This is an optimization exercise on Yosys and OpenROAD, whose aim is small area, not a production implementation. Only simulation tests tie the RTL to the original design; equivalence was not proved. No driver is modelled on the clock port, so clocking that relies on it looks cheaper here than on a real chip. Power is estimated from default activity; no workload was simulated.

// test
module test(
input rst,
input sigin,
input sysclk,
input modecontrol,
output highfreq,
output [7:0]Cathodes,
output[3:0] AN
);
==> module test, before the edit <==
module test(
input rst,
input sigin,
input sysclk,
input modecontrol,
output highfreq,
output [7:0]Cathodes,
output[3:0] AN
);
assign highfreq = modecontrol;
reg iq, iqq, oq;
reg [2:0] ts;
reg tout;
wire irise = iq & ~iqq;
wire osig = modecontrol ? tout : iq;
wire orise = osig & ~oq;
always @(posedge sysclk) begin
  iqq <= iq; oq <= osig;
  if (rst) begin
    iq <= 0; ts <= 0; tout <= 0;
  end else begin
    iq <= sigin;
    if (irise) begin
      ts <= {ts[1:0], ~ts[2] & ~ts[1]};
      if (ts[2] & ~ts[1]) tout <= ~tout;
    end
  end
end
reg [6:0] p;
reg [9:0] q;
reg ph;                       
wire tick = (p == 7'd93);
wire g = (p == 7'd125) && (&q);
wire [10:0] qn = q + tick;
always @(posedge sysclk) begin
  if (rst) begin
    p <= 7'd122; q <= 10'd523; ph <= 0;
  end else begin
    p <= {p[5:0], p[6] ^ p[5]} ^ ({7{tick}} & 7'b0111010);
    q <= qn[9:0] | {5'd0, qn[10], qn[10], 3'd0};
    if (g) ph <= ~ph;
  end
end
reg r;
reg [15:0] c;
wire clr = rst | (g & ph);
wire [4:0] e;
assign e[0] = r;
genvar i;
generate for (i = 0; i < 4; i = i + 1) begin : dg
  wire [3:0] b = c[4*i+3:4*i];
  wire [3:0] t;
  assign t[0] = e[i];
  assign t[1] = e[i] & b[0] & ~b[3];
  assign t[2] = e[i] & b[0] & b[1];
  assign t[3] = e[i] & b[0] & (b[3] | (b[1] & b[2]));
  assign e[i+1] = e[i] & b[0] & b[3];
  always @(posedge sysclk) c[4*i+3:4*i] <= clr ? 4'd0 : b ^ t;
end endgenerate
always @(posedge sysclk) r <= ~rst & orise & ~ph & ~g;
reg [3:0] dig;
wire [1:0] sel = q[1:0];
wire [3:0] m = sel[1] ? (sel[0] ? c[3:0] : c[15:12]) : (sel[0] ? c[11:8] : c[7:4]);
always @(posedge sysclk) dig <= rst ? 4'hF : tick ? m : dig;
wire [3:0] d = dig;
wire [6:0] seg;
assign seg[0] = (d[0] & ~d[1] & ~d[2] & ~d[3]) | (d[2] & d[3]) | (~d[0] & ~d[1] & d[2]);
assign seg[1] = (~d[0] & d[1] & d[2]) | (d[1] & d[3]) | (d[0] & ~d[1] & d[2]);
assign seg[2] = (d[1] & d[3]) | (~d[0] & d[1] & ~d[2]);
assign seg[3] = (~d[0] & ~d[1] & d[2]) | (d[0] & ~d[1] & ~d[2] & ~d[3]) | (d[0] & d[1] & d[2]);
assign seg[4] = (~d[1] & d[2]) | d[0];
assign seg[5] = (d[1] & ~d[2]) | (d[0] & ~d[2] & ~d[3]) | (d[0] & d[1]);
assign seg[6] = (~d[1] & ~d[2] & ~d[3]) | (d[0] & d[1] & d[2]);
wire blank = d[3] & d[1];
assign Cathodes = {1'b1, seg};
assign AN = {blank | (sel != 2'd3), sel != 2'd2, sel != 2'd1, sel != 2'd0};
endmodule
==> flow/config.mk <==
export PLATFORM = sky130hd
export DESIGN_NAME = test
export DESIGN_NICKNAME = test
export VERILOG_FILES = /design/flow/design.v
export SDC_FILE = /design/flow/constraint.sdc
export NUM_CORES = 4
export LEC_CHECK = 0
export CAP_MARGIN = 0
export CORE_MARGIN = 2
export CORE_UTILIZATION = 40
export PLACE_DENSITY = 0.9
export SLEW_MARGIN = 0
==> flow/constraint.sdc <==
create_clock -name core_clock -period 15.0 [get_ports {sysclk}]
set_input_delay 3.0000 -clock core_clock [delete_from_list [all_inputs] [get_ports {sysclk}]]
set_output_delay 3.0000 -clock core_clock [all_outputs]
set_load 0.01 [all_outputs]
standard.sh (not shown) runs the stock make flow with config.mk's settings and CLKGATE_MAP_FILE= SYNTH_SCRIPT=/design/flow/synth_recipe.tcl, a recipe that flattens the netlist after the stock synthesis.
==> flow/flow/run.sh <==
#!/bin/bash
# The standard ORFS layout (standard.sh) with these changes:
# - synthesis is standard.sh's own script (synth_recipe.tcl, unchanged) but
#   the ABC technology mapping runs the area-oriented script flow/area.abc in
#   place of ORFS's speed script (the 15 ns clock leaves ample slack);
# - before floorplanning, each gate is swapped for the smallest cell of the
#   same function (flow/downsize.tcl); repair steps size up where needed;
# - port buffers are the smallest buffer cell;
# - the clock tree is flat: four clkbuf_4 clock buffers fed by the clock
#   port, each driving the registers of one quarter of the core (flow/pre_cts.tcl;
#   TritonCTS then finds the clock already buffered and leaves it).
# Each tool's output goes to standard.log here and to ORFS's logs under orfs/.
set -euo pipefail
W=$PWD
cat > "$W/my_synth.tcl" <<EOT
# Run synth_recipe.tcl with flow/area.abc as the ABC script.
proc abc {args} {
  set i [lsearch -exact \$args -script]
  if {\$i >= 0} { lset args [expr {\$i + 1}] $W/flow/area.abc }
  yosys abc {*}\$args
}
source $W/synth_recipe.tcl
EOT
sed "s#SYNTH_SCRIPT=[^ ]*synth_recipe.tcl#SYNTH_SCRIPT=$W/my_synth.tcl#" standard.sh > my_standard.sh
grep -q "SYNTH_SCRIPT=$W/my_synth.tcl" my_standard.sh
export BUFFER_PORTS_ARGS="-buffer_cell sky130_fd_sc_hd__buf_1"
export PRE_FLOORPLAN_TCL="$W/flow/downsize.tcl"
export PRE_CTS_TCL="$W/flow/pre_cts.tcl"
bash my_standard.sh > standard.log 2>&1
Other scripts of this flow, unchanged in this note and not shown: flow/flow/area.abc, flow/flow/downsize.tcl, flow/flow/pre_cts.tcl
The starting point finished with timing, DRC and antenna clean.
Edit:
--- a/flow/design.v
+++ b/flow/design.v
@@ -33,13 +33,13 @@
 wire g = (p == 7'd125) && (&q);
 wire [10:0] qn = q + tick;
 always @(posedge sysclk) begin
   if (rst) begin
     p <= 7'd122; q <= 10'd523; ph <= 0;
   end else begin
-    p <= {p[5:0], p[6] ^ p[5]} ^ ({7{tick}} & 7'b0111010);
+    p <= tick ? 7'd1 : {p[5:0], p[6] ^ p[5]};
     q <= qn[9:0] | {5'd0, qn[10], qn[10], 3'd0};
     if (g) ph <= ~ph;
   end
 end
 reg r;
 reg [15:0] c;
=> The new run completed with no timing, DRC or antenna violations; final area went up slightly; fmax hardly moves; die area barely changes; power barely changes; hold slack improved by 0.0033 ns; routed wire length increases by a few percent; register-to-register slack gets worse by 0.04 ns; utilization barely changes; combinational power increases by a little under a tenth; sequential cell count is unchanged; final cell count goes up slightly; setup slack got worse by 0.010 ns; clock skew shrinks by 0.0061 ns; sequential share of layout area went down by 0.27 points.

-- what the ideal ports hide --
The flow's constraints put no driver on any port. The routed layouts listed below were extracted and timed again, unchanged, in two steps. Step 1: set_driving_cell puts a clkbuf_16 on sysclk and a buf_2 on each other input, an assumption about the parent block. Step 2 times the ports against the registers' clock, not the clock port: input delays grow and output delays shrink by t, the midpoint of the rising clock arrivals with the driver on. Three values: ideal ports, drivers, drivers and shift; two values: the first two.
run | shift t [ns] | slack for setup (ns) | worst setup path after step 2
the first run | 0.210 | 8.747 / 8.725 / 8.725 | input to output
the second run | 0.214 | 8.736 / 8.715 / 8.715 | input to output
After both steps every run listed still meets setup and hold. The setup slack of the first run, which loses most, moves by -0.022 ns with the drivers and by -0.022 ns with both steps.
